Background: an optimization exercise with open tools, aiming at small area. Do not read the settings as production practice.
The RTL was checked by simulation tests, not by an equivalence proof against the original design.
No run shown here takes its clock network from TritonCTS; it comes from the design's own scripts or RTL.
No driver is modelled on the clock port, so clock power and skew are understated where the tree is cut down; a real chip needs a root buffer or a tree.
Power is estimated from default activity; no workload was simulated.

## design/flow/flow/run.sh

```bash
#!/bin/bash
# Own layout flow: the standard flow (standard.sh) with two changes:
#  - synthesis maps the combinational logic with a stronger ABC script,
#    run for several seeds in parallel, keeping the smallest result
#    (area.abc); registers are mapped before ABC, as in the standard synthesis;
#  - the clock is distributed by cts_own.tcl (a few buffers driven by
#    the clock port) instead of ORFS's CTS.
# Each step's output goes to a log file of its own in the work folder.
set -euo pipefail
W=$(pwd)
export OWN_ABC_SCRIPT=$W/flow/area.abc
export OWN_ABC_SEEDS=${OWN_ABC_SEEDS:-1 3 5 7 9 11 13 15 17 19 21 23 25 27 29 31}
export OWN_ABC_SECONDS=${OWN_ABC_SECONDS:-300}
export OWN_ABC_MAPS=${OWN_ABC_MAPS:-dch -f; amap | dch; amap | dch; amap -m | amap}
export OWN_CLOCK_PORT=_clk
export OWN_CLOCK_BUF=${OWN_CLOCK_BUF:-sky130_fd_sc_hd__buf_12}
export OWN_CLOCK_GROUPS=${OWN_CLOCK_GROUPS:-3}
# the platform's don't-use cells, plus the largest buffers, which repair_design
# otherwise picks for the high-fanout reset and select nets
DU=$(bash standard.sh print-DONT_USE_CELLS 2>/dev/null | sed -n 's/^DONT_USE_CELLS: //p')
DU="$DU ${OWN_EXTRA_DONT_USE-sky130_fd_sc_hd__buf_4 sky130_fd_sc_hd__buf_6 sky130_fd_sc_hd__buf_8 sky130_fd_sc_hd__buf_12 sky130_fd_sc_hd__buf_16 sky130_fd_sc_hd__bufbuf_8 sky130_fd_sc_hd__bufbuf_16}"
S=(SYNTH_SCRIPT=$W/flow/own_synth.tcl ADDER_MAP_FILE= "BUFFER_PORTS_ARGS=-buffer_cell sky130_fd_sc_hd__buf_1" "DONT_USE_CELLS=$DU" "MIN_BUF_CELL_AND_PORTS=sky130_fd_sc_hd__buf_1 A X")
bash standard.sh "${S[@]}" place > $W/flow_place.log 2>&1
bash standard.sh "${S[@]}" RUN_SCRIPT=$W/flow/cts_own.tcl RUN_LOG_NAME_STEM=4_1_cts run > $W/flow_cts.log 2>&1
bash standard.sh "${S[@]}" finish > $W/flow_finish.log 2>&1
```

## design/flow/flow/area.abc

```
strash
&get -n
&deepsyn -S @S1@ -T @T@
&deepsyn -S @S2@ -T @T@
&put
```

## design/flow/flow/cts_own.tcl

```tcl
# Clock distribution for a small design: the registers are split into
# OWN_CLOCK_GROUPS groups by place (k-means), and one clock buffer per group,
# driven by the clock port, drives the group's clock pins (ORFS's CTS builds a
# nine-buffer tree plus dummy loads for 79 registers). Writes the same
# results as ORFS's cts step.
source $::env(SCRIPTS_DIR)/load.tcl
erase_non_stage_variables cts
load_design 3_place.odb 3_place.sdc
set_dont_use $::env(DONT_USE_CELLS)

set block [ord::get_db_block]
set db [ord::get_db]
set port_net [[$block findBTerm $::env(OWN_CLOCK_PORT)] getNet]
set master [$db findMaster $::env(OWN_CLOCK_BUF)]
set k $::env(OWN_CLOCK_GROUPS)
$port_net setSigType CLOCK

# the clock pins and their locations
set pins {}
foreach it [$port_net getITerms] {
  set bb [[$it getInst] getBBox]
  lappend pins [list $it [expr { ([$bb xMin] + [$bb xMax]) / 2.0 }] \
    [expr { ([$bb yMin] + [$bb yMax]) / 2.0 }]]
}
set n [llength $pins]
# k-means on the pin locations, seeded along the sorted x order
set sorted [lsort -real -index 1 $pins]
set cx {}
set cy {}
for { set g 0 } { $g < $k } { incr g } {
  set p [lindex $sorted [expr { int(($g + 0.5) * $n / $k) }]]
  lappend cx [lindex $p 1]
  lappend cy [lindex $p 2]
}
for { set iter 0 } { $iter < 50 } { incr iter } {
  set assign {}
  foreach p $pins {
    set best 0
    set bd 1e30
    for { set g 0 } { $g < $k } { incr g } {
      set dx [expr { [lindex $p 1] - [lindex $cx $g] }]
      set dy [expr { [lindex $p 2] - [lindex $cy $g] }]
      set d [expr { abs($dx) + abs($dy) }]
      if { $d < $bd } { set bd $d; set best $g }
    }
    lappend assign $best
  }
  for { set g 0 } { $g < $k } { incr g } {
    set sx 0.0; set sy 0.0; set m 0
    foreach p $pins a $assign {
      if { $a == $g } {
        set sx [expr { $sx + [lindex $p 1] }]
        set sy [expr { $sy + [lindex $p 2] }]
        incr m
      }
    }
    if { $m > 0 } {
      lset cx $g [expr { $sx / $m }]
      lset cy $g [expr { $sy / $m }]
    }
  }
}
# then size-balanced: no group takes more than ceil(n / k) pins (the largest
# group sets the worst clock slew); greedy by distance, centres updated
set cap [expr { ($n + $k - 1) / $k }]
for { set iter 0 } { $iter < 20 } { incr iter } {
  set pairs {}
  set i 0
  foreach p $pins {
    for { set g 0 } { $g < $k } { incr g } {
      set d [expr { abs([lindex $p 1] - [lindex $cx $g]) + abs([lindex $p 2] - [lindex $cy $g]) }]
      lappend pairs [list $d $i $g]
    }
    incr i
  }
  set pairs [lsort -real -index 0 $pairs]
  set assign [lrepeat $n -1]
  set count [lrepeat $k 0]
  foreach pr $pairs {
    lassign $pr d i g
    if { [lindex $assign $i] < 0 && [lindex $count $g] < $cap } {
      lset assign $i $g
      lset count $g [expr { [lindex $count $g] + 1 }]
    }
  }
  for { set g 0 } { $g < $k } { incr g } {
    set sx 0.0; set sy 0.0; set m 0
    foreach p $pins a $assign {
      if { $a == $g } {
        set sx [expr { $sx + [lindex $p 1] }]
        set sy [expr { $sy + [lindex $p 2] }]
        incr m
      }
    }
    if { $m > 0 } {
      lset cx $g [expr { $sx / $m }]
      lset cy $g [expr { $sy / $m }]
    }
  }
}
for { set g 0 } { $g < $k } { incr g } {
  set buf [odb::dbInst_create $block $master clkbuf_own_$g]
  set net [odb::dbNet_create $block clknet_own_$g]
  $net setSigType CLOCK
  set m 0
  foreach p $pins a $assign {
    if { $a == $g } {
      set it [lindex $p 0]
      $it disconnect
      $it connect $net
      incr m
    }
  }
  puts "clock buffer $g drives $m clock pins"
  [$buf findITerm A] connect $port_net
  [$buf findITerm X] connect $net
  $buf setLocation [expr { int([lindex $cx $g]) }] [expr { int([lindex $cy $g]) }]
  $buf setPlacementStatus PLACED
}

set_placement_padding -global \
  -left $::env(CELL_PAD_IN_SITES_DETAIL_PLACEMENT) \
  -right $::env(CELL_PAD_IN_SITES_DETAIL_PLACEMENT)
detailed_placement
check_placement -verbose

set_propagated_clock [all_clocks]
estimate_parasitics -placement
report_clock_skew
report_check_types -max_slew -max_capacitance -violators
repair_timing_helper
detailed_placement
check_placement -verbose
report_metrics 4 "cts final"
orfs_write_db $::env(RESULTS_DIR)/4_1_cts.odb
orfs_write_sdc $::env(RESULTS_DIR)/4_cts.sdc
```

## design/flow/flow/own_synth.tcl

```tcl
# The standard synthesis (synth_recipe.tcl), with one change: ABC maps the
# combinational logic with a stronger, area-oriented script (area.abc) instead
# of ORFS's speed script. The logic ABC gets is written out once; area.abc is
# run on it by one yosys-abc process per seed in OWN_ABC_SEEDS, NUM_CORES at a
# time,
# and the smallest mapped result is read back in its place. Registers are
# mapped before ABC runs, so they come out as in the standard synthesis.
proc synth {args} { yosys synth -nofsm -noshare {*}$args }
proc own_abc_script { path text } {
  set f [open $path w]
  puts $f $text
  close $f
}
proc abc {args} {
  set si [lsearch -exact $args -script]
  set lib [lindex $args [expr { [lsearch -exact $args -liberty] + 1 }]]
  set dont_use {}
  for { set i 0 } { $i < [llength $args] } { incr i } {
    if { [lindex $args $i] eq "-dont_use" } {
      lappend dont_use -X [lindex $args [incr i]]
    }
  }
  set dir $::env(RESULTS_DIR)/own_abc
  file mkdir $dir
  set fh [open $::env(OWN_ABC_SCRIPT)]
  set template [read $fh]
  close $fh
  # 1. write out the logic ABC gets (the mapping made here is discarded)
  yosys design -save own_abc_in
  own_abc_script $dir/dump.script "write_blif $dir/in.blif\nstrash\nmap"
  lset args [expr { $si + 1 }] $dir/dump.script
  yosys abc {*}$args
  yosys design -load own_abc_in
  # 2. one yosys-abc per seed, in parallel
  set abc_exe [file join [file dirname $::env(YOSYS_EXE)] yosys-abc]
  if { ![file executable $abc_exe] } {
    set abc_exe yosys-abc
  }
  set maps {}
  foreach m [split $::env(OWN_ABC_MAPS) "|"] {
    lappend maps [string trim $m]
  }
  set jobs {}
  foreach seed $::env(OWN_ABC_SEEDS) {
    set body [string map [list @S1@ $seed @S2@ [expr { $seed + 1 }] \
      @T@ $::env(OWN_ABC_SECONDS)] $template]
    set text "read_lib -w $dont_use $lib\nread_blif $dir/in.blif\n$body\nwrite_blif $dir/opt_$seed.blif\n"
    set k 0
    foreach m $maps {
      append text "read_blif $dir/opt_$seed.blif\nstrash\n$m\ntopo\nstime -p\nwrite_blif $dir/out_${seed}_$k.blif\n"
      incr k
    }
    own_abc_script $dir/run_$seed.script $text
    append jobs "$abc_exe -f $dir/run_$seed.script > $dir/run_$seed.log 2>&1\n"
  }
  set fh [open $dir/jobs.txt w]
  puts -nonewline $fh $jobs
  close $fh
  exec bash -c "xargs -d '\\n' -P $::env(NUM_CORES) -I CMD bash -c CMD < $dir/jobs.txt"
  set best_area -1
  set best {}
  foreach seed $::env(OWN_ABC_SEEDS) {
    set fh [open $dir/run_$seed.log]
    set log [read $fh]
    close $fh
    set areas [regexp -all -inline {Area =\s*([0-9.]+)} $log]
    for { set k 0 } { $k < [llength $maps] } { incr k } {
      set area [lindex $areas [expr { 2 * $k + 1 }]]
      if { $area eq {} || ![file exists $dir/out_${seed}_$k.blif] } {
        puts "own abc: seed $seed mapping $k gave no result"
        continue
      }
      puts "own abc: seed $seed mapping $k area $area"
      if { $best_area < 0 || $area < $best_area } {
        set best_area $area
        set best out_${seed}_$k
      }
    }
  }
  if { $best eq {} } {
    error "own abc: no seed gave a result"
  }
  puts "own abc: kept $best area $best_area"
  # 3. read the best mapping back as ABC's result (under the model name
  # yosys expects)
  set fh [open $dir/$best.blif]
  set text [read $fh]
  close $fh
  regsub -line {^\.model .*$} $text {.model netlist} text
  set fh [open $dir/$best.blif w]
  puts -nonewline $fh $text
  close $fh
  own_abc_script $dir/load.script "read_blif $dir/$best.blif"
  lset args [expr { $si + 1 }] $dir/load.script
  yosys abc {*}$args
}
source $::env(SCRIPTS_DIR)/synth.tcl
# left out here: clear keep_hierarchy, flatten, clean up, hide names made inside functions, write 1_2_yosys.v
```

## design/flow/standard.sh

```bash
#!/bin/bash
# synth_recipe.tcl (not shown) runs the flow's synth.tcl, then flattens the netlist and writes it again
# the make line also repeats each setting of config.mk as NAME=value (left out here)
make -C /OpenROAD-flow-scripts/flow DESIGN_CONFIG=/design/flow/config.mk WORK_HOME=/design/flow/orfs CLKGATE_MAP_FILE= SYNTH_SCRIPT=/design/flow/synth_recipe.tcl "${@:-finish}"
```

## design/flow/config.mk

```make
export PLATFORM = sky130hd
export DESIGN_NAME = main
export DESIGN_NICKNAME = main
export VERILOG_FILES = /design/flow/design.v
export SDC_FILE = /design/flow/constraint.sdc
export NUM_CORES = 8
export LEC_CHECK = 0
export CAP_MARGIN = 5
export CORE_MARGIN = 2
export CORE_UTILIZATION = 70
export GPL_TIMING_DRIVEN = 0
export PLACE_DENSITY = 0.8
export SLEW_MARGIN = 5
```

## design/flow/constraint.sdc

```tcl
create_clock -name core_clock -period 40.0 [get_ports {_clk}]
set_input_delay 8.0000 -clock core_clock [delete_from_list [all_inputs] [get_ports {_clk}]]
set_output_delay 8.0000 -clock core_clock [all_outputs]
set_load 0.01 [all_outputs]
```

## design/flow/design.v

```verilog
module random_byte(
	input  logic       clk,
	input  logic       rst,
	input  logic       fwd,
	input  logic       bwd,
	output logic [4:0] row,
	output logic [1:0] spr
);
	localparam logic [27:0] W0 = 28'hb6cc389;
	logic [27:0] x;
	wire [27:0] w = x ^ W0;
	wire t0 = w[4] ^ w[25];
	wire t1 = w[0] ^ w[20];
	wire t2 = w[1] ^ w[11];
	wire t3 = w[16] ^ t1;
	wire t4 = w[5] ^ w[15];
	wire t5 = w[10] ^ t0;
	wire t6 = w[14] ^ t5;
	wire t7 = w[18] ^ w[22];
	wire t8 = w[19] ^ w[27];
	wire t9 = w[6] ^ t2;
	wire t10 = w[2] ^ w[23];
	wire t11 = w[24] ^ t8;
	wire t12 = w[21] ^ t4;
	wire t13 = w[8] ^ w[17];
	wire t14 = t0 ^ t3;
	wire t15 = w[9] ^ t10;
	wire t16 = w[21] ^ t7;
	wire t17 = w[7] ^ w[13];
	wire t18 = t6 ^ t11;
	wire t19 = w[26] ^ t9;
	wire t20 = w[12] ^ t14;
	assign row[0] = w[4] ^ w[5] ^ w[14] ^ w[18] ^ t11 ^ t15 ^ t17;
	assign row[1] = w[0];
	assign row[2] = w[9] ^ t2 ^ t6 ^ t12;
	assign row[3] = w[10] ^ w[15] ^ w[19] ^ w[20] ^ t13 ^ t16 ^ t17;
	assign row[4] = w[6] ^ t10 ^ t16 ^ t20;
	assign spr[0] = w[2] ^ t7 ^ t9 ^ t18;
	assign spr[1] = w[8] ^ w[15] ^ w[22] ^ w[24] ^ t1 ^ t15 ^ t19;
	wire fb_f = t12 ^ t13 ^ t19 ^ t20;
	wire fb_b = w[3] ^ w[7] ^ w[11] ^ t3 ^ t4 ^ t18;
	always_ff @(posedge clk, posedge rst)
		if (rst)	x <= '0;
		else if (fwd)	x <= {fb_f, w[27:1]} ^ W0;
		else if (bwd)	x <= {w[26:0], fb_b} ^ W0;
endmodule
module digits(input [3:0] digit, input [3:0] line, input [3:0] x, output logic pixel);
	wire x3 = x[3];
	wire x0 = x[0];
	wire y3 = line[3];
	wire d2 = digit[2];
	wire d1 = digit[1];
	wire d0 = digit[0];
	wire y2 = line[2];
	wire x1 = x[1];
	wire x2 = x[2];
	wire y1 = line[1];
	wire d3 = digit[3];
	wire y0 = line[0];
  wire new_n14, new_n15, new_n16, new_n17, new_n18, new_n19, new_n20,
    new_n21, new_n22, new_n23, new_n24, new_n25, new_n26, new_n27, new_n28,
    new_n29, new_n30, new_n31, new_n32, new_n33, new_n34, new_n35, new_n36,
    new_n37, new_n38, new_n39, new_n40, new_n41, new_n42, new_n43, new_n44,
    new_n45, new_n46, new_n47, new_n48, new_n49, new_n50, new_n51, new_n52,
    new_n53, new_n54, new_n55, new_n56, new_n57, new_n58, new_n59, new_n60,
    new_n61, new_n62, new_n63, new_n64, new_n65, new_n66, new_n67;
  assign new_n14 = y3 & y2;
  assign new_n15 = ~d2 & d1;
  assign new_n16 = ~x2 & ~new_n15;
  assign new_n17 = ~x3 & ~new_n16;
  assign new_n18 = y2 & ~new_n17;
  assign new_n19 = ~y3 & ~y1;
  assign new_n20 = ~new_n18 & new_n19;
  assign new_n21 = d1 & d0;
  assign new_n22 = ~d1 & ~d0;
  assign new_n23 = ~new_n21 & ~new_n22;
  assign new_n24 = d2 & ~new_n23;
  assign new_n25 = d1 & ~y1;
  assign new_n26 = ~y2 & new_n25;
  assign new_n27 = x1 & ~new_n26;
  assign new_n28 = y3 & new_n24;
  assign new_n29 = ~d2 & ~d3;
  assign new_n30 = ~new_n21 & ~new_n29;
  assign new_n31 = ~new_n15 & ~new_n30;
  assign new_n32 = ~new_n23 & ~new_n28;
  assign new_n33 = new_n31 & ~new_n32;
  assign new_n34 = ~x1 & new_n26;
  assign new_n35 = new_n33 & ~new_n34;
  assign new_n36 = ~new_n27 & new_n35;
  assign new_n37 = ~d0 & new_n15;
  assign new_n38 = ~y2 & new_n37;
  assign new_n39 = d2 & y2;
  assign new_n40 = new_n23 & new_n39;
  assign new_n41 = y2 & new_n31;
  assign new_n42 = ~y2 & new_n24;
  assign new_n43 = ~d0 & new_n42;
  assign new_n44 = ~y3 & ~new_n43;
  assign new_n45 = ~new_n41 & new_n44;
  assign new_n46 = ~new_n38 & ~new_n40;
  assign new_n47 = x2 & new_n46;
  assign new_n48 = y1 & new_n45;
  assign new_n49 = ~new_n47 & ~new_n48;
  assign new_n50 = ~new_n33 & ~new_n49;
  assign new_n51 = new_n14 & ~new_n24;
  assign new_n52 = ~x2 & new_n36;
  assign new_n53 = ~new_n51 & ~new_n52;
  assign new_n54 = ~new_n50 & new_n53;
  assign new_n55 = x1 & x2;
  assign new_n56 = x3 & ~new_n55;
  assign new_n57 = ~new_n54 & new_n56;
  assign new_n58 = ~d0 & ~x2;
  assign new_n59 = ~new_n14 & ~new_n58;
  assign new_n60 = ~new_n45 & new_n59;
  assign new_n61 = ~x1 & ~x2;
  assign new_n62 = ~new_n60 & ~new_n61;
  assign new_n63 = ~new_n28 & new_n62;
  assign new_n64 = ~x3 & new_n63;
  assign new_n65 = ~new_n57 & ~new_n64;
  assign new_n66 = y1 & new_n14;
  assign new_n67 = ~new_n65 & ~new_n66;
  assign pixel = ~new_n20 & new_n67;
endmodule
module rom_ship(input [3:0] y, input [3:0] x, output logic pixel);
	wire y3 = y[3];
	wire y2 = y[2];
	wire y1 = y[1];
	wire y0 = y[0];
	wire x3 = x[3];
	wire x2 = x[2];
	wire x1 = x[1];
	wire x0 = x[0];
  wire new_n10, new_n11, new_n12, new_n13, new_n14, new_n15, new_n16,
    new_n17, new_n18, new_n19, new_n20, new_n21, new_n22, new_n23, new_n24,
    new_n25, new_n26, new_n27, new_n28, new_n29, new_n30, new_n31, new_n32,
    new_n33, new_n34, new_n35, new_n36;
  assign new_n10 = ~x3 & ~x2;
  assign new_n11 = y3 & ~y2;
  assign new_n12 = ~y3 & y2;
  assign new_n13 = ~new_n11 & ~new_n12;
  assign new_n14 = ~x3 & ~x0;
  assign new_n15 = ~new_n13 & ~new_n14;
  assign new_n16 = ~y1 & ~y3;
  assign new_n17 = y1 & y3;
  assign new_n18 = ~new_n16 & ~new_n17;
  assign new_n19 = new_n13 & ~new_n18;
  assign new_n20 = ~y3 & y0;
  assign new_n21 = y3 & ~y0;
  assign new_n22 = ~new_n20 & ~new_n21;
  assign new_n23 = ~x1 & new_n22;
  assign new_n24 = ~y2 & ~y0;
  assign new_n25 = y2 & y0;
  assign new_n26 = ~new_n24 & ~new_n25;
  assign new_n27 = ~x2 & ~new_n26;
  assign new_n28 = x3 & ~new_n27;
  assign new_n29 = new_n10 & ~new_n23;
  assign new_n30 = ~new_n15 & new_n23;
  assign new_n31 = ~new_n29 & ~new_n30;
  assign new_n32 = new_n18 & ~new_n28;
  assign new_n33 = new_n31 & ~new_n32;
  assign new_n34 = new_n10 & ~new_n15;
  assign new_n35 = ~x1 & new_n34;
  assign new_n36 = ~new_n33 & ~new_n35;
  assign pixel = ~new_n19 & new_n36;
endmodule
module rom_tail(input [3:0] y, input [1:0] frame, input [3:0] x, output logic pixel);
	wire y3 = y[3];
	wire f1 = frame[1];
	wire y1 = y[1];
	wire x0 = x[0];
	wire x3 = x[3];
	wire x2 = x[2];
	wire f0 = frame[0];
	wire y0 = y[0];
	wire y2 = y[2];
	wire x1 = x[1];
  wire new_n12, new_n13, new_n14, new_n15, new_n16, new_n17, new_n18,
    new_n19, new_n20, new_n21, new_n22, new_n23, new_n24, new_n25, new_n26,
    new_n27, new_n28, new_n29, new_n30, new_n31, new_n32, new_n33, new_n34,
    new_n35, new_n36, new_n37, new_n38, new_n39, new_n40, new_n41, new_n42,
    new_n43, new_n44, new_n45, new_n46, new_n47, new_n48, new_n49, new_n50,
    new_n51, new_n52, new_n53, new_n54, new_n55, new_n56, new_n57, new_n58,
    new_n59, new_n60, new_n61, new_n62, new_n63;
  assign new_n12 = ~y3 & y2;
  assign new_n13 = y3 & ~y2;
  assign new_n14 = ~new_n12 & ~new_n13;
  assign new_n15 = f0 & x1;
  assign new_n16 = ~x0 & ~f0;
  assign new_n17 = ~new_n15 & ~new_n16;
  assign new_n18 = ~x0 & x1;
  assign new_n19 = ~new_n17 & ~new_n18;
  assign new_n20 = ~f1 & ~new_n19;
  assign new_n21 = ~y1 & ~y2;
  assign new_n22 = y1 & y2;
  assign new_n23 = ~new_n21 & ~new_n22;
  assign new_n24 = y0 & ~y2;
  assign new_n25 = ~y0 & y2;
  assign new_n26 = ~new_n24 & ~new_n25;
  assign new_n27 = x1 & new_n26;
  assign new_n28 = ~x0 & ~new_n27;
  assign new_n29 = ~new_n23 & ~new_n28;
  assign new_n30 = ~new_n20 & new_n29;
  assign new_n31 = ~x3 & ~new_n30;
  assign new_n32 = ~f0 & ~x1;
  assign new_n33 = new_n26 & ~new_n32;
  assign new_n34 = f1 & ~new_n15;
  assign new_n35 = ~f1 & f0;
  assign new_n36 = ~new_n34 & ~new_n35;
  assign new_n37 = new_n17 & new_n33;
  assign new_n38 = ~new_n36 & ~new_n37;
  assign new_n39 = f1 & new_n19;
  assign new_n40 = ~new_n20 & ~new_n39;
  assign new_n41 = new_n23 & ~new_n40;
  assign new_n42 = x3 & ~new_n41;
  assign new_n43 = ~new_n23 & ~new_n38;
  assign new_n44 = new_n26 & ~new_n42;
  assign new_n45 = ~new_n43 & ~new_n44;
  assign new_n46 = x2 & new_n45;
  assign new_n47 = new_n23 & new_n26;
  assign new_n48 = f1 & ~new_n47;
  assign new_n49 = ~f1 & new_n23;
  assign new_n50 = ~new_n16 & ~new_n49;
  assign new_n51 = x1 & new_n50;
  assign new_n52 = x0 & f0;
  assign new_n53 = new_n34 & ~new_n52;
  assign new_n54 = ~new_n26 & ~new_n53;
  assign new_n55 = new_n33 & new_n40;
  assign new_n56 = ~new_n54 & ~new_n55;
  assign new_n57 = ~new_n23 & new_n56;
  assign new_n58 = ~new_n48 & new_n51;
  assign new_n59 = ~new_n57 & ~new_n58;
  assign new_n60 = x3 & ~new_n59;
  assign new_n61 = ~x2 & ~new_n60;
  assign new_n62 = ~new_n14 & ~new_n31;
  assign new_n63 = ~new_n46 & new_n62;
  assign pixel = ~new_n61 & new_n63;
endmodule
module rom_meteor(input [3:0] y, input [1:0] sprite, input [3:0] x, output logic pixel);
	wire s1 = sprite[1];
	wire s0 = sprite[0];
	wire y3 = y[3];
	wire y2 = y[2];
	wire y1 = y[1];
	wire y0 = y[0];
	wire x3 = x[3];
	wire x2 = x[2];
	wire x1 = x[1];
	wire x0 = x[0];
  wire new_n12, new_n13, new_n14, new_n15, new_n16, new_n17, new_n18,
    new_n19, new_n20, new_n21, new_n22, new_n23, new_n24, new_n25, new_n26,
    new_n27, new_n28, new_n29, new_n30, new_n31, new_n32, new_n33, new_n34,
    new_n35, new_n36, new_n37, new_n38, new_n39, new_n40, new_n41, new_n42,
    new_n43, new_n44, new_n45, new_n46, new_n47, new_n48, new_n49, new_n50,
    new_n51, new_n52, new_n53, new_n54, new_n55, new_n56, new_n57, new_n58,
    new_n59, new_n60, new_n61, new_n62, new_n63, new_n64, new_n65, new_n66,
    new_n67, new_n68, new_n69, new_n70, new_n71, new_n72, new_n73, new_n74,
    new_n75, new_n76, new_n77, new_n78, new_n79, new_n80, new_n81, new_n82,
    new_n83, new_n84, new_n85, new_n86, new_n87, new_n88, new_n89, new_n90,
    new_n91, new_n92, new_n93, new_n94, new_n95, new_n96, new_n97, new_n98,
    new_n99, new_n100, new_n101, new_n102, new_n103, new_n104, new_n105,
    new_n106, new_n107, new_n108, new_n109, new_n110, new_n111, new_n112,
    new_n113, new_n114, new_n115, new_n116, new_n117, new_n118, new_n119,
    new_n120, new_n121, new_n122, new_n123, new_n124, new_n125, new_n126,
    new_n127, new_n128, new_n129, new_n130, new_n131, new_n132, new_n133,
    new_n134, new_n135, new_n136, new_n137, new_n138, new_n139, new_n140,
    new_n141, new_n142, new_n143, new_n144, new_n145, new_n146, new_n147,
    new_n148, new_n149, new_n150, new_n151, new_n152, new_n153, new_n154,
    new_n155, new_n156, new_n157, new_n158, new_n159, new_n160, new_n161,
    new_n162;
  assign new_n12 = y2 & ~y1;
  assign new_n13 = ~y2 & y1;
  assign new_n14 = ~new_n12 & ~new_n13;
  assign new_n15 = ~y3 & ~new_n14;
  assign new_n16 = ~x0 & new_n14;
  assign new_n17 = ~x1 & ~new_n14;
  assign new_n18 = y0 & ~new_n16;
  assign new_n19 = ~new_n17 & ~new_n18;
  assign new_n20 = y3 & new_n19;
  assign new_n21 = y0 & new_n15;
  assign new_n22 = ~new_n20 & ~new_n21;
  assign new_n23 = ~s0 & ~new_n22;
  assign new_n24 = ~x1 & ~x0;
  assign new_n25 = ~y1 & ~y0;
  assign new_n26 = x0 & new_n25;
  assign new_n27 = y2 & ~new_n26;
  assign new_n28 = ~x2 & ~new_n24;
  assign new_n29 = y3 & y2;
  assign new_n30 = y0 & new_n29;
  assign new_n31 = ~y3 & ~y2;
  assign new_n32 = ~y0 & new_n31;
  assign new_n33 = ~new_n30 & ~new_n32;
  assign new_n34 = ~y3 & ~x3;
  assign new_n35 = ~x0 & new_n12;
  assign new_n36 = ~x2 & new_n35;
  assign new_n37 = ~new_n34 & ~new_n36;
  assign new_n38 = ~y1 & new_n31;
  assign new_n39 = y1 & ~x3;
  assign new_n40 = ~x3 & ~x1;
  assign new_n41 = ~x0 & new_n39;
  assign new_n42 = ~new_n40 & ~new_n41;
  assign new_n43 = x1 & new_n38;
  assign new_n44 = new_n42 & ~new_n43;
  assign new_n45 = new_n33 & ~new_n37;
  assign new_n46 = ~s0 & new_n45;
  assign new_n47 = new_n44 & ~new_n46;
  assign new_n48 = y3 & new_n28;
  assign new_n49 = ~s1 & new_n48;
  assign new_n50 = ~new_n47 & ~new_n49;
  assign new_n51 = x2 & ~new_n23;
  assign new_n52 = ~new_n24 & new_n27;
  assign new_n53 = ~new_n51 & ~new_n52;
  assign new_n54 = new_n50 & new_n53;
  assign new_n55 = x1 & x0;
  assign new_n56 = ~x2 & ~new_n32;
  assign new_n57 = new_n55 & ~new_n56;
  assign new_n58 = y0 & new_n57;
  assign new_n59 = y1 & new_n58;
  assign new_n60 = ~new_n25 & ~new_n59;
  assign new_n61 = x2 & ~x1;
  assign new_n62 = s1 & ~new_n28;
  assign new_n63 = ~y0 & ~new_n61;
  assign new_n64 = ~new_n62 & new_n63;
  assign new_n65 = ~s1 & new_n25;
  assign new_n66 = s1 & ~x1;
  assign new_n67 = ~y0 & x0;
  assign new_n68 = ~x1 & x0;
  assign new_n69 = new_n65 & ~new_n68;
  assign new_n70 = ~x2 & ~new_n69;
  assign new_n71 = new_n66 & ~new_n67;
  assign new_n72 = ~new_n70 & ~new_n71;
  assign new_n73 = x3 & ~new_n65;
  assign new_n74 = ~new_n72 & ~new_n73;
  assign new_n75 = y1 & ~new_n64;
  assign new_n76 = ~new_n74 & ~new_n75;
  assign new_n77 = new_n31 & ~new_n60;
  assign new_n78 = new_n29 & ~new_n76;
  assign new_n79 = ~new_n77 & ~new_n78;
  assign new_n80 = ~y0 & ~new_n12;
  assign new_n81 = y0 & ~new_n13;
  assign new_n82 = ~new_n80 & ~new_n81;
  assign new_n83 = ~new_n24 & ~new_n55;
  assign new_n84 = y3 & ~new_n82;
  assign new_n85 = ~new_n15 & ~new_n84;
  assign new_n86 = ~new_n61 & new_n85;
  assign new_n87 = new_n83 & new_n86;
  assign new_n88 = y1 & x0;
  assign new_n89 = new_n27 & ~new_n88;
  assign new_n90 = ~new_n24 & new_n89;
  assign new_n91 = x2 & new_n90;
  assign new_n92 = ~new_n87 & ~new_n91;
  assign new_n93 = ~s0 & ~new_n92;
  assign new_n94 = ~y3 & x2;
  assign new_n95 = ~new_n27 & new_n94;
  assign new_n96 = ~new_n57 & ~new_n95;
  assign new_n97 = ~new_n93 & new_n96;
  assign new_n98 = x3 & ~new_n97;
  assign new_n99 = s1 & new_n82;
  assign new_n100 = ~y3 & ~new_n12;
  assign new_n101 = ~new_n39 & new_n100;
  assign new_n102 = ~new_n99 & ~new_n101;
  assign new_n103 = ~new_n30 & new_n102;
  assign new_n104 = new_n24 & ~new_n103;
  assign new_n105 = ~s1 & ~new_n29;
  assign new_n106 = ~new_n33 & new_n66;
  assign new_n107 = x3 & ~new_n105;
  assign new_n108 = ~new_n106 & ~new_n107;
  assign new_n109 = ~y0 & ~new_n39;
  assign new_n110 = ~s1 & ~new_n109;
  assign new_n111 = x3 & x1;
  assign new_n112 = new_n65 & new_n111;
  assign new_n113 = ~new_n66 & ~new_n112;
  assign new_n114 = ~s1 & ~new_n55;
  assign new_n115 = ~new_n24 & ~new_n114;
  assign new_n116 = new_n16 & ~new_n113;
  assign new_n117 = ~new_n33 & new_n115;
  assign new_n118 = ~new_n116 & ~new_n117;
  assign new_n119 = x1 & ~new_n29;
  assign new_n120 = ~new_n110 & new_n119;
  assign new_n121 = new_n118 & new_n120;
  assign new_n122 = y1 & y0;
  assign new_n123 = ~y3 & ~x0;
  assign new_n124 = ~new_n122 & ~new_n123;
  assign new_n125 = ~y3 & y1;
  assign new_n126 = ~new_n124 & ~new_n125;
  assign new_n127 = new_n83 & new_n126;
  assign new_n128 = ~new_n121 & ~new_n127;
  assign new_n129 = new_n103 & ~new_n128;
  assign new_n130 = new_n108 & ~new_n129;
  assign new_n131 = ~new_n104 & new_n130;
  assign new_n132 = x2 & ~new_n131;
  assign new_n133 = ~x3 & ~new_n105;
  assign new_n134 = x1 & new_n99;
  assign new_n135 = new_n118 & ~new_n134;
  assign new_n136 = ~new_n133 & new_n135;
  assign new_n137 = y0 & new_n111;
  assign new_n138 = ~x2 & new_n40;
  assign new_n139 = ~y2 & ~new_n138;
  assign new_n140 = ~new_n137 & new_n139;
  assign new_n141 = new_n34 & new_n68;
  assign new_n142 = ~s1 & new_n141;
  assign new_n143 = ~y1 & ~new_n142;
  assign new_n144 = ~x2 & ~x0;
  assign new_n145 = ~new_n55 & ~new_n144;
  assign new_n146 = ~x3 & ~new_n145;
  assign new_n147 = ~new_n67 & ~new_n146;
  assign new_n148 = new_n67 & ~new_n111;
  assign new_n149 = ~new_n147 & ~new_n148;
  assign new_n150 = new_n125 & ~new_n149;
  assign new_n151 = new_n33 & new_n55;
  assign new_n152 = ~new_n38 & ~new_n151;
  assign new_n153 = ~new_n143 & ~new_n150;
  assign new_n154 = ~new_n140 & new_n153;
  assign new_n155 = s1 & ~new_n152;
  assign new_n156 = ~new_n154 & ~new_n155;
  assign new_n157 = ~x2 & ~new_n136;
  assign new_n158 = new_n156 & ~new_n157;
  assign new_n159 = ~new_n132 & new_n158;
  assign new_n160 = s0 & ~new_n159;
  assign new_n161 = ~new_n54 & new_n79;
  assign new_n162 = ~new_n98 & new_n161;
  assign pixel = ~new_n160 & new_n162;
endmodule
module main(
	input logic		_clk, _rst,
	input logic		up, down,
	output logic		hsync, vsync,
	output logic		active,
	output logic		r, g, b
);
	logic clk;
	logic rst;
	assign clk = _clk;
	assign rst = ~_rst;
	localparam MAX_H = 799;
	localparam MAX_V = 524;
	logic [9:0] hp, vp;
	always_ff @(posedge clk, posedge rst)
		if (rst)		hp <= '0;
		else if (hp == MAX_H)	hp <= '0;
		else			hp <= hp + 1'b1;
	always_ff @(posedge clk, posedge rst)
		if (rst)		vp <= '0;
		else if (hp == MAX_H) begin
			if (vp == MAX_V)	vp <= '0;
			else 			vp <= vp + 1'b1;
		end
	wire hblank = hp[9] && (hp[8] || hp[7]);	 
	wire tick = (hp == MAX_H) && (vp == 10'd489);
	assign hsync = (10'd656 <= hp && hp <= 10'd751);
	assign vsync = (10'd490 <= vp && vp <= 10'd491);
	assign active = !hblank && (vp < 10'd480);
	wire [5:0] col = hp[9:4];
	wire [4:0] trow = vp[8:4];
	wire [3:0] py = vp[3:0];
	wire [3:0] px = hp[3:0];
	logic [4:0] ship_y;
	always_ff @(posedge clk, posedge rst)
		if (rst) 				ship_y <= '0;
		else if (!tick)				ship_y <= ship_y;
		else if (~up && (ship_y != '0))		ship_y <= ship_y - 5'd1;
		else if (~down && (ship_y != 5'd29))	ship_y <= ship_y + 5'd1;
	logic [5:0] eq;
	wire [5:0] e = eq ^ 6'd40;
	always_ff @(posedge clk, posedge rst)
		if (rst)		eq <= '0;
		else if (tick)		eq <= ((e == 6'd61) ? 6'd0 : e - 6'd1) ^ 6'd40;
	wire [1:0] tail_frame = {e[1] ^ e[0], e[0]};
	wire fwd = (px == 4'd15 && !hblank) || tick;
	wire bwd = hblank && (hp[1:0] == 2'b00);
	logic [4:0] obj_row;
	logic [1:0] obj_spr;
	random_byte random_byte(.clk(clk), .rst(rst), .fwd(fwd), .bwd(bwd), .row(obj_row), .spr(obj_spr));
	logic ship_in_coin;
	logic [2:0] taken;
	always_ff @(posedge clk, posedge rst)
		if (rst)		taken <= '0;
		else if (tick)		taken <= {ship_in_coin, taken[2:1]};
	wire filled = (col >= e || e[5:2] == 4'b1111) && !(col < 6'd3 && taken[col[1:0]]);
	wire coin_now = filled && (obj_row == ship_y) && (obj_spr == 2'b11);
	wire at_ship = (col == 6'd3);
	always_ff @(posedge clk, posedge rst)
		if (rst)		ship_in_coin <= 1'b0;
		else if (at_ship)	ship_in_coin <= coin_now;
	logic [3:0] score_0, score_1, score_2, score_3;
	always_ff @(posedge clk, posedge rst)
		if (rst)	begin
			score_0 <= '0;
			score_1 <= '0;
			score_2 <= '0;
			score_3 <= '0;
		end else if (at_ship && coin_now && !ship_in_coin) begin
			if (score_0 == 4'd9) begin
				score_0 <= '0;
				if (score_1 == 4'd9) begin
					score_1 <= '0;
					if (score_2 == 4'd9) begin
						score_2 <= '0;
						if (score_3 == 4'd9) begin
							score_3 <= '0;
						end else begin
							score_3 <= score_3 + 4'd1;
						end
					end else begin
						score_2 <= score_2 + 4'd1;
					end
				end else begin
					score_1 <= score_1 + 4'd1;
				end
			end else begin
				score_0 <= score_0 + 4'd1;
			end
		end
	logic ship_bit, tail_bit, meteor_bit, digit_bit;
	logic [3:0] digit_to_show;
	always_comb
		case (hp[5:4])
			2'b00: digit_to_show = score_3;
			2'b01: digit_to_show = score_2;
			2'b10: digit_to_show = score_1;
			2'b11: digit_to_show = score_0;
		endcase
	rom_ship rom_ship(.y(py), .x(px), .pixel(ship_bit));
	rom_tail rom_tail(.y(py), .frame(tail_frame), .x(px), .pixel(tail_bit));
	rom_meteor rom_meteor(.y(py), .sprite(obj_spr), .x(px), .pixel(meteor_bit));
	digits digits(.digit(digit_to_show), .line(py), .x(px), .pixel(digit_bit));
	wire ship_row = (trow == ship_y);
	wire ship_px = ship_row && (col == 6'd3) && ship_bit;
	wire tail_px = ship_row && (col == 6'd2) && tail_bit;
	wire score_px = (trow == 5'd1) && (col[5:2] == 4'd8) && digit_bit;
	wire enemy_px = filled && (obj_row == trow) && meteor_bit;
	wire coin_px = enemy_px && (obj_spr == 2'b11);
	wire blank = !enemy_px && !ship_px && !score_px && !tail_px;
	assign r = active && (blank || ship_px || score_px);
	assign g = active && (blank || coin_px);
	assign b = active && (blank || coin_px);
endmodule
```

==> results of run 1 <==
## cell usage after synthesis (8+ instances only)
cell type,instances,area [sq um]
nor2_1,107,402
clkinv_1,106,398
dfrtp_1,79,1980
nand2_1,58,218
o21ai_0,55,275
o22ai_1,47,294
a21oi_1,39,195
o221ai_1,22,193
nor3_1,16,80.1
a222oi_1,15,150
a211oi_1,13,97.6
a22oi_1,8,60.1
o22a_1,8,70.1
## cell type report
class / instances / area (sq um)
fillers: 495 / 1630
well taps: 96 / 120
multi-input cells: 457 / 2560
plain buffers: 4 / 63.8
inverters: 106 / 398
repair buffers: 12 / 50.0
flip-flops and latches: 79 / 1980
## logic make-up (layout without fill, tap and decap cells)
| group | count (synthesis) | count (layout) | synth area share |
|---|---|---|---|
| AO/OA/AOI/OAI | 247 | 247 | 0.338 |
| XOR/XNOR | 2 | 2 | 0.00355 |
| buffers and inverters | 107 | 122 | 0.0814 |
| flip-flops | 79 | 79 | 0.401 |
| AND/OR/NAND/NOR | 208 | 208 | 0.176 |
## flip-flops by register name, indices dropped and copies added, names as in the netlist
| signal | cells |
|---|---|
| score_1 | 4 |
| score_2 | 4 |
| eq | 6 |
| taken | 3 |
| random_byte.x | 28 |
| vp | 10 |
| score_0 | 4 |
| ship_y | 5 |
| score_3 | 4 |
| hp | 10 |
| ship_in_coin | 1 |
## how the worst max path moves through the flow
stage	depth (start not counted)	slack [ns]	from	endpoint
4_1_cts	23	27.51	random_byte.x[15]$_DFFE_PN0P_	g
3_3_place_gp	23	27.76	random_byte.x[15]$_DFFE_PN0P_	g
5_1_grt	23	26.87	random_byte.x[15]$_DFFE_PN0P_	g
6_report	22	27.32	random_byte.x[15]$_DFFE_PN0P_	g
2_1_floorplan	21	28.59	random_byte.x[15]$_DFFE_PN0P_	g
3_5_place_dp	23	27.75	random_byte.x[15]$_DFFE_PN0P_	g
## per-layer routing
layer | vias to the layer above | track usage | routed length [microns]
met5 | - | 0 | 0
met4 | 0 | 0.115 | 462
li1 | 2421 | - | -
met2 | 353 | 0.567 | 6320
met1 | 2410 | 0.539 | 5620
met3 | 55 | 0.0641 | 1650
## metrics by stage
step | std cells | power (mW) | setup slack [ns] | cell area, sq um | utilization
after global routing | 754 | 0.118 | 26.87 | 5170 | 0.761
after global placement | 748 | 0.0835 | 27.76 | 5090 | 0.749
after detailed placement | 751 | 0.0836 | 27.75 | 5110 | 0.752
after floorplan | 643 | 0.0818 | 28.59 | 4930 | -
final | 754 | 0.114 | 27.32 | 5170 | 0.761
## power by group
group          leakage [nW]  switching, mW  internal, mW
Combinational          1.01        0.00174      0.000271
Clock                0.0282         0.0197        0.0122
Sequential             1.01      0.0000982        0.0799
## worst max-delay path, cell delays in order (launching register included)
cell and delay (ns):
dfrtp_1 0.41, clkinv_1 0.14, o22ai_1 0.28, clkinv_1 0.15, nand2_1 0.09, o21ai_0 0.09
o21ai_0 0.33, nor2_1 0.08, a21oi_1 0.24, a21oi_1 0.13, o21ai_0 0.56, clkinv_1 0.36
a222oi_1 0.37, o22ai_1 0.13, o311ai_0 0.16, nand2_1 0.10, o311ai_0 0.12, o21ai_0 0.27
clkinv_1 0.09, a21oi_1 0.06, nor2_1 0.13, buf_1 0.10, buf_1 0.14
==> summary.txt, run 1 <==
initial cell density of the core=0.726; drt pass-1 iters=8; CP startpoint kind=flip-flop; Hold Path Stages=1; Worst Setup Path Type=flip-flop to output pin; IO Pins=10; WHS=0.527 ns; Post-synth top flop=dfrtp_1; Die ar.=7740 sq um; die width=88.0 microns; unrepaired setup endpoints after global routing=false; drt total wl=14100 microns; Vias per Instance=6.95; Placer Congestion=0.989; Initial DRC Count=795; gr usage total=0.370; clock slew at reported path FFs=0.10 ns; status=complete, no violations; Worst Hold Launch=eq[5]$_DFFE_PN0P_; nets=664; Crit Reg-Reg Startpoint=hp[1]$_DFF_PN0_; CP Capture Type=output pin; largest net degree at the start of global routing=42; number of global-route vias before repair=4642; Synth Register Bits=79; Layout area overhead=4.72%; post-cts sizing count=0; Setup TNS=0 ns; postcts setup bufs=0; Clock Latency Late Sink=0.14 ns; hold-fix buffer count after cts=0; fmax=0.0789 GHz; Peak VDD IR=24.4 uV; Post-Synthesis Net Count=647; Power Dens Cells=22.1 nW/um^2; Critical Path RT=32.00 ns; WL per Instance=18.6 microns; Slew @ Worst Pin=1.02 ns; Seq/Total Area, Yosys=0.401; endpoints failing hold=0; synthesized area per cell=7.67 sq um; Final min period=12.68 ns; commonest non-fill, non-tap cells in the layout=clkinv_1 (106), nor2_1 (106), dfrtp_1 (79); first-pass GRT wire length=23000 microns; Worst Hold Class=flip-flop to flip-flop; final worst-path cycle share=0.317; antenna cells=0; mapped cell area=4930 sq um; Core Area=6790 sq um; Worst R2R Setup Slack=33.40 ns; IO Port Bufs=9; grt ovf=0; Post-synth ARST share=1.00; Synth warnings=2; die height=88.0 microns; post-DP HPWL=10400 microns; share of layout cells above drive strength 1=0.0122; final setup fails=0; initial antenna violation count=0; Lkg Pwr=2.06 nW; Critical Path AT=4.68 ns; Detail Route Antenna Nets=0; crit-path max FO=6; vias=5239; number of enable flip-flop cells after synthesis=0; WHS Endpoint=eq[5]$_DFFE_PN0P_; synthesized instance count=643; Slew headroom=0.315; # DRC=0; # rows=30; max-slew violations=0; skew final=0.0188 ns; RR Endpoint=random_byte.x[27]$_DFFE_PN0P_; R2R depth=16; max cap viols=0; post-synth cell types=39
==> inputs of run 2 (changes only) <==
--- a/design/flow/flow/run.sh
+++ b/design/flow/flow/run.sh
@@ -10,5 +10,5 @@
 W=$(pwd)
 export OWN_ABC_SCRIPT=$W/flow/area.abc
-export OWN_ABC_SEEDS=${OWN_ABC_SEEDS:-1 3 5 7 9 11 13 15 17 19 21 23 25 27 29 31}
+export OWN_ABC_SEEDS=${OWN_ABC_SEEDS:-1 3 5 7 9 11 13 15 17 19 21 23 25 27 29 31 33 35 37 39 41 43 45 47 49 51 53 55 57 59 61 63}
 export OWN_ABC_SECONDS=${OWN_ABC_SECONDS:-300}
 export OWN_ABC_MAPS=${OWN_ABC_MAPS:-dch -f; amap | dch; amap | dch; amap -m | amap}
==> run 2 against run 1 <==
Against the previous run: global-route usage up 0.21 points; final cell count decreased by 1.5%; final area down 0.82%.
==> summary.txt, run 2 <==
status=complete, no violations; top cells by area, synth=dfrtp_1 (40%), nor2_1 (8.4%), clkinv_1 (8.4%); Critical Path AT=4.38 ns (-0.30 ns); most common cell in the synthesized netlist=nor2_1; compound-cell area share of the yosys netlist=0.340 (+0.00116); max cap viols=0 (unchanged); synthesized instance count=632 (-1.7%); Initial DRC Count=653 (-18%); final worst-path cycle share=0.309 (-0.00744); Clock Latency Late Sink=0.15 ns (about the same); Vias per Instance=7.09 (+2.0%); CP delay by family, top=compound AO/OA/AOI/OAI gates; Synth Register Bits=79 (unchanged); share of layout cells above drive strength 1=0.0139 (+0.00175); Seq/Total Area, Yosys=0.404 (+0.00379); Critical Path RT=32.00 ns (about the same); mapped cell area=4890 sq um (-0.94%); Worst Hold Class=flip-flop to flip-flop; Lkg Pwr=1.93 nW (-6.1%); IO Pins=10 (unchanged); slowest cell delay on critical path=0.51 ns (-0.05 ns); largest area contributor in the netlist=dfrtp_1; first-pass GRT wire length=22900 microns (-0.15%); antenna cells=0 (unchanged); main combinational cell family by area after synthesis=compound AO/OA/AOI/OAI gates; postcts setup bufs=0 (unchanged); Filler cells=487 (-1.6%); CP Buf/Inv Count=6 (unchanged); fmax=0.0808 GHz (+2.4%); Peak VDD IR=24.2 uV (-0.87%); final setup fails=0 (unchanged); post-synth cell types=40 (+2.6%); max reg flops=28 (unchanged); Power Dens Cells=22.7 nW/um^2 (+3.1%); # rows=30 (unchanged); Synth warnings=2 (unchanged); vias=5265 (+0.50%); grt ovf=0 (unchanged); Worst Setup Path Type=flip-flop to output pin; Detail Route Antenna Nets=0 (unchanged); Setup TNS=0 ns (unchanged); post-synthesis mux area share=0 (unchanged); R2R depth=28 (+12); number of global-route vias before repair=4828 (+4.0%); number of enable flip-flop cells after synthesis=0 (unchanged); IO Port Bufs=9 (unchanged); WHS=0.496 ns (-0.0313 ns); initial antenna violation count=0 (unchanged); Post-synth top flop=dfrtp_1; Post-Synthesis Net Count=636 (-1.7%); CP Capture Type=output pin; drt pass-1 iters=6 (-2); Layout area overhead=4.84%; die height=87.6 microns (-0.45%); xor and xnor area share after synthesis=0.00358 (+0.0000336); Final min period=12.38 ns (-0.298 ns); top-area cell type share of the netlist area=0.404 (+0.00379); WL per Instance=19.1 microns (+2.4%); synthesized area per cell=7.73 sq um (+0.79%); commonest non-fill, non-tap cells in the layout=clkinv_1 (109), nor2_1 (109), dfrtp_1 (79); Synth Area in Simple Gates=0.168 (-0.00806); post-cts sizing count=0 (unchanged); die width=87.6 microns (-0.45%); Slew headroom=0.232 (-0.0830); most flop-heavy register=random_byte.x; hold-fix buffer count after cts=0 (unchanged); CP startpoint kind=flip-flop; drt total wl=14200 microns (+0.91%); crit-path max FO=5 (-1); Die ar.=7670 sq um (-0.90%); Slew @ Worst Pin=1.15 ns (+0.132 ns); Regs by FF count=random_byte.x (28), hp (10), vp (10); CP Cell Sequence=clkinv_1 > o22ai_1 > clkinv_1 > o22ai_1 > clkinv_1 > o22ai_1 > o21ai_0 > o2111ai_1 > o21ai_0 > a2111oi_0 > o21ai_0 > nor4_1 > clkinv_1 > o211ai_1 > o21ai_0 > buf_1 > buf_1; Crit-path slowest cell=a2111oi_0; max-slew violations=0 (unchanged); clock slew at reported path FFs=0.11 ns (about the same); Synth Area in Adders=0 (unchanged); endpoints failing hold=0 (unchanged); Post-synth ARST share=1.00 (unchanged); unrepaired setup endpoints after global routing=false; Hold Path Stages=1 (unchanged); Post-synth top cells=nor2_1 (110), clkinv_1 (109), dfrtp_1 (79); skew final=0.0151 ns (-0.00375 ns); largest net degree at the start of global routing=41 (-2.4%); # DRC=0 (unchanged); Placer Congestion=1.05 (+6.2%); Core Area=6790 sq um (unchanged); initial cell density of the core=0.720 (-0.00681); gr usage total=0.372 (+0.00213); Critical Path Stages=17 (-23%); nets=653 (-1.7%); post-DP HPWL=10500 microns (+1.1%)
-- run 2: changes by cell type after synthesis, moves of 7 or more --
cell	previous run	this run
a222oi_1	15	30
o21ai_0	55	40
nand2_1	58	44
o221ai_1	22	8
a21oi_1	39	49
o22ai_1	47	57
a211oi_1	13	6
-- run 2: worst paths after layout --
check                           slack [ns]                       endpoint                          start
worst max-delay path                 27.62                              g  random_byte.x[11]$_DFFE_PN0P_
worst min-delay path                  0.50  random_byte.x[15]$_DFFE_PN0P_  random_byte.x[16]$_DFFE_PN0P_
worst max register to register       33.68         score_3[1]$_DFFE_PN0P_  random_byte.x[11]$_DFFE_PN0P_
worst min register to register        0.50  random_byte.x[15]$_DFFE_PN0P_  random_byte.x[16]$_DFFE_PN0P_
max in group asynchronous            30.65         score_1[0]$_DFFE_PN0P_                           _rst
min in group asynchronous             7.96                hp[6]$_DFF_PN0_                           _rst
-- run 2: kinds of logic (layout without fill, tap and decap cells) --
| family | Yosys count | after routing |
|---|---|---|
| compound gates | 245 | 245 |
| xor+xnor | 2 | 2 |
| buf+inv | 110 | 125 |
| flops | 79 | 79 |
| simple gates | 196 | 196 |
-- run 2: area by class of cell --
cell class / count / area, sq um / share of cell area
sequential: 79 / 1980 / 0.386
tap: 96 / 120 / 0.0234
multi-input combinational: 443 / 2500 / 0.489
inverter: 109 / 409 / 0.0798
timing repair buffer: 12 / 50.0 / 0.00977
buffer: 4 / 63.8 / 0.0125
-- run 2: where the power goes --
part | internal (mW) | switching, mW | total (mW)
clock network | 0.0123 | 0.0214 | 0.0336
registers | 0.0800 | 0.000272 | 0.0802
logic | 0.000451 | 0.00218 | 0.00264
total | 0.0927 | 0.0238 | 0.116
-- run 2: per-layer routing --
metal,vias up,track usage,routed length [microns]
met5,-,0,0
met4,0,0.124,478
met3,54,0.0500,1440
met2,337,0.637,6800
met1,2450,0.489,5460
li1,2424,-,-
-- run 2: stage by stage --
stage | instances | power [mW] | cell area [sq um] | utilization | setup slack [ns]
3_3_place_gp | 737 | 0.0843 | 5040 | 0.742 | 28.09
5_1_grt | 743 | 0.120 | 5120 | 0.754 | 27.33
2_1_floorplan | 632 | 0.0825 | 4890 | - | 28.88
6_report | 743 | 0.116 | 5120 | 0.754 | 27.62
3_5_place_dp | 740 | 0.0845 | 5060 | 0.745 | 27.99
==> inputs of run 3 (changes only) <==
--- a/design/flow/flow/run.sh
+++ b/design/flow/flow/run.sh
@@ -10,5 +10,5 @@
 W=$(pwd)
 export OWN_ABC_SCRIPT=$W/flow/area.abc
-export OWN_ABC_SEEDS=${OWN_ABC_SEEDS:-1 3 5 7 9 11 13 15 17 19 21 23 25 27 29 31 33 35 37 39 41 43 45 47 49 51 53 55 57 59 61 63}
+export OWN_ABC_SEEDS=${OWN_ABC_SEEDS:-1 3 5 7 9 11 13 15 17 19 21 23 25 27 29 31 33 35 37 39 41 43 45 47 49 51 53 55 57 59 61 63 65 67 69 71 73 75 77 79 81 83 85 87 89 91 93 95 97 99 101 103 105 107 109 111 113 115 117 119 121 123 125 127}
 export OWN_ABC_SECONDS=${OWN_ABC_SECONDS:-300}
 export OWN_ABC_MAPS=${OWN_ABC_MAPS:-dch -f; amap | dch; amap | dch; amap -m | amap}
==> run 3 against run 2 <==
Against the previous run: still clean; via count unchanged; area after synthesis unchanged; worst setup slack unchanged; global-route usage unchanged; register-to-register slack about the same; power unchanged; synthesized cell count unchanged; sequential power about the same; clock skew unchanged; final cell count unchanged; core utilization unchanged; critical path depth unchanged.
==> summary.txt, run 3 <==
status=complete, no violations; final setup fails=0 (unchanged); Synth Register Bits=79 (unchanged); Seq/Total Area, Yosys=0.404 (unchanged); Die ar.=7670 sq um (unchanged); mapped cell area=4890 sq um (unchanged); most flop-heavy register=random_byte.x; die height=87.6 microns (unchanged); Post-synth top cells=nor2_1 (110), clkinv_1 (109), dfrtp_1 (79); largest net degree at the start of global routing=41 (unchanged); max cap viols=0 (unchanged); max-slew violations=0 (unchanged); # rows=30 (unchanged); Worst R2R Setup Slack=33.68 ns (about the same); Regs by FF count=random_byte.x (28), hp (10), vp (10); IO Port Bufs=9 (unchanged); Detail Route Antenna Nets=0 (unchanged); max reg flops=28 (unchanged); hold-fix buffer count after cts=0 (unchanged); top cells by area, synth=dfrtp_1 (40%), nor2_1 (8.4%), clkinv_1 (8.4%); Critical Path AT=4.38 ns (about the same); initial antenna violation count=0 (unchanged); synthesized instance count=632 (unchanged); Peak VDD IR=24.2 uV (unchanged); Post-Synthesis Net Count=636 (unchanged); Vias per Instance=7.09 (unchanged); Placer Congestion=1.05 (unchanged); post-DP HPWL=10500 microns (unchanged); CP Capture Type=output pin; antenna cells=0 (unchanged); IO Pins=10 (unchanged); Synth warnings=2 (unchanged); post-synth cell types=40 (unchanged); Slew headroom=0.232 (unchanged); top-area cell type share of the netlist area=0.404 (unchanged); vias=5265 (unchanged); number of enable flip-flop cells after synthesis=0 (unchanged); skew final=0.0151 ns (unchanged); Setup TNS=0 ns (unchanged); fmax=0.0808 GHz (unchanged); commonest non-fill, non-tap cells in the layout=clkinv_1 (109), nor2_1 (109), dfrtp_1 (79); post-cts sizing count=0 (unchanged); first-pass GRT wire length=22900 microns (unchanged); crit-path max FO=5 (unchanged); Initial DRC Count=653 (unchanged); final worst-path cycle share=0.309 (unchanged); clock slew at reported path FFs=0.11 ns (about the same); Lkg Pwr=1.93 nW (unchanged); most common cell in the synthesized netlist=nor2_1; Post-Layout Cell Count=743 (unchanged); drt pass-1 iters=6 (unchanged); die width=87.6 microns (unchanged); placed cell count=740 (unchanged); Core Area=6790 sq um (unchanged); largest area contributor in the netlist=dfrtp_1; unrepaired setup endpoints after global routing=false; Slew @ Worst Pin=1.15 ns (unchanged); number of global-route vias before repair=4828 (unchanged); Worst Setup Path Type=flip-flop to output pin; Final min period=12.38 ns (unchanged); CP startpoint kind=flip-flop; synthesized area per cell=7.73 sq um (unchanged); endpoints failing hold=0 (unchanged); Critical Path RT=32.00 ns (about the same); gr usage total=0.372 (unchanged); Layout area overhead=4.84% (unchanged); Post-synth ARST share=1.00 (unchanged); initial cell density of the core=0.720 (unchanged); grt ovf=0 (unchanged); WL per Instance=19.1 microns (unchanged); share of layout cells above drive strength 1=0.0139 (unchanged); drt total wl=14200 microns (unchanged); postcts setup bufs=0 (unchanged); Post-synth top flop=dfrtp_1; Power Dens Cells=22.7 nW/um^2 (unchanged); Worst Hold Class=flip-flop to flip-flop; nets=653 (unchanged); Clock Latency Late Sink=0.15 ns (about the same); # DRC=0 (unchanged)
==> run 3: cell counts after synthesis <==
Identical to the previous run, type by type.
==> run 3: layout make-up <==
cell class	count	area (sq um)
sequential	79	1980
tap	96	120
timing repair buffer	12	50.0
multi-input combinational	443	2500
inverter	109	409
fill	487	1670
buffer	4	63.8
==> run 3: worst max-delay path, cell delays in order (launching register included) <==
cell	delay, ns
dfrtp_1	0.42
clkinv_1	0.17
o22ai_1	0.30
clkinv_1	0.16
o22ai_1	0.29
clkinv_1	0.14
o22ai_1	0.21
o21ai_0	0.33
o2111ai_1	0.25
o21ai_0	0.16
a2111oi_0	0.51
o21ai_0	0.17
nor4_1	0.38
clkinv_1	0.13
o211ai_1	0.22
o21ai_0	0.14
buf_1	0.11
buf_1	0.12
==> run 3: power by group <==
part / internal [mW] / total (mW) / switching [mW]
Combinational: 0.000451 / 0.00264 / 0.00218
Clock: 0.0123 / 0.0336 / 0.0214
Sequential: 0.0800 / 0.0802 / 0.000272
Total: 0.0927 / 0.116 / 0.0238
==> run 3: metal layers <==
metal,track usage,wire [microns],part of all wire,vias up
met1,0.489,5460,0.39,2450
met2,0.637,6800,0.48,337
met4,0.124,478,0.034,0
met5,0,0,0,-
met3,0.0500,1440,0.10,54
li1,-,-,-,2424
==> run 3: worst paths after layout <==
path | from | end | depth (start not counted)
hold / removal | random_byte.x[16]$_DFFE_PN0P_ | random_byte.x[15]$_DFFE_PN0P_ | 1
min in group asynchronous | _rst | hp[6]$_DFF_PN0_ | 1
max in group asynchronous | _rst | score_1[0]$_DFFE_PN0P_ | 2
setup / recovery | random_byte.x[11]$_DFFE_PN0P_ | g | 17
hold reg to reg | random_byte.x[16]$_DFFE_PN0P_ | random_byte.x[15]$_DFFE_PN0P_ | 1
setup reg to reg | random_byte.x[11]$_DFFE_PN0P_ | score_3[1]$_DFFE_PN0P_ | 28
==> run 3: cells by family (layout without fill, tap and decap cells) <==
group / after synthesis / count (layout) / share of synthesized area
flip-flops: 79 / 79 / 0.404
AND/OR/NAND/NOR: 196 / 196 / 0.168
buffers and inverters: 110 / 125 / 0.0845
AO/OA/AOI/OAI: 245 / 245 / 0.340
XOR/XNOR: 2 / 2 / 0.00358
==> run 3: metrics by stage <==
stage / total power, mW / area (sq um) / worst slack, ns / util / hold WS, ns
3_3_place_gp: 0.0843 / 5040 / 28.09 / 0.742 / 0.486
3_5_place_dp: 0.0845 / 5060 / 27.99 / 0.745 / 0.486
2_1_floorplan: 0.0825 / 4890 / 28.88 / - / 0.461
6_report: 0.116 / 5120 / 27.62 / 0.754 / 0.496
5_1_grt: 0.120 / 5120 / 27.33 / 0.754 / 0.520

==> re-timing with driven ports <==
The flow's constraints put no driver on any port. The routed layouts listed below were extracted and timed again, unchanged, in two steps. Step 1: set_driving_cell puts a clkbuf_16 on _clk and a buf_2 on each other input, an assumption about the parent block. Step 2 also shifts input and output timing later by t, the mid clock arrival at the registers, as if the neighbouring blocks saw the same clock. Three values: ideal, step 1, step 2; two values: the first two.
| run | t (ns) | setup slack, ns | worst data-port slew with drivers (ns) |
|---|---|---|---|
| run 1 | 0.206 | 27.324 / 27.253 / 27.459 | 0.03 |
| run 2 | 0.220 | 27.622 / 27.543 / 27.762 | 0.03 |
| run 3 | 0.220 | 27.622 / 27.543 / 27.762 | 0.03 |
After both steps every run listed still meets setup and hold.
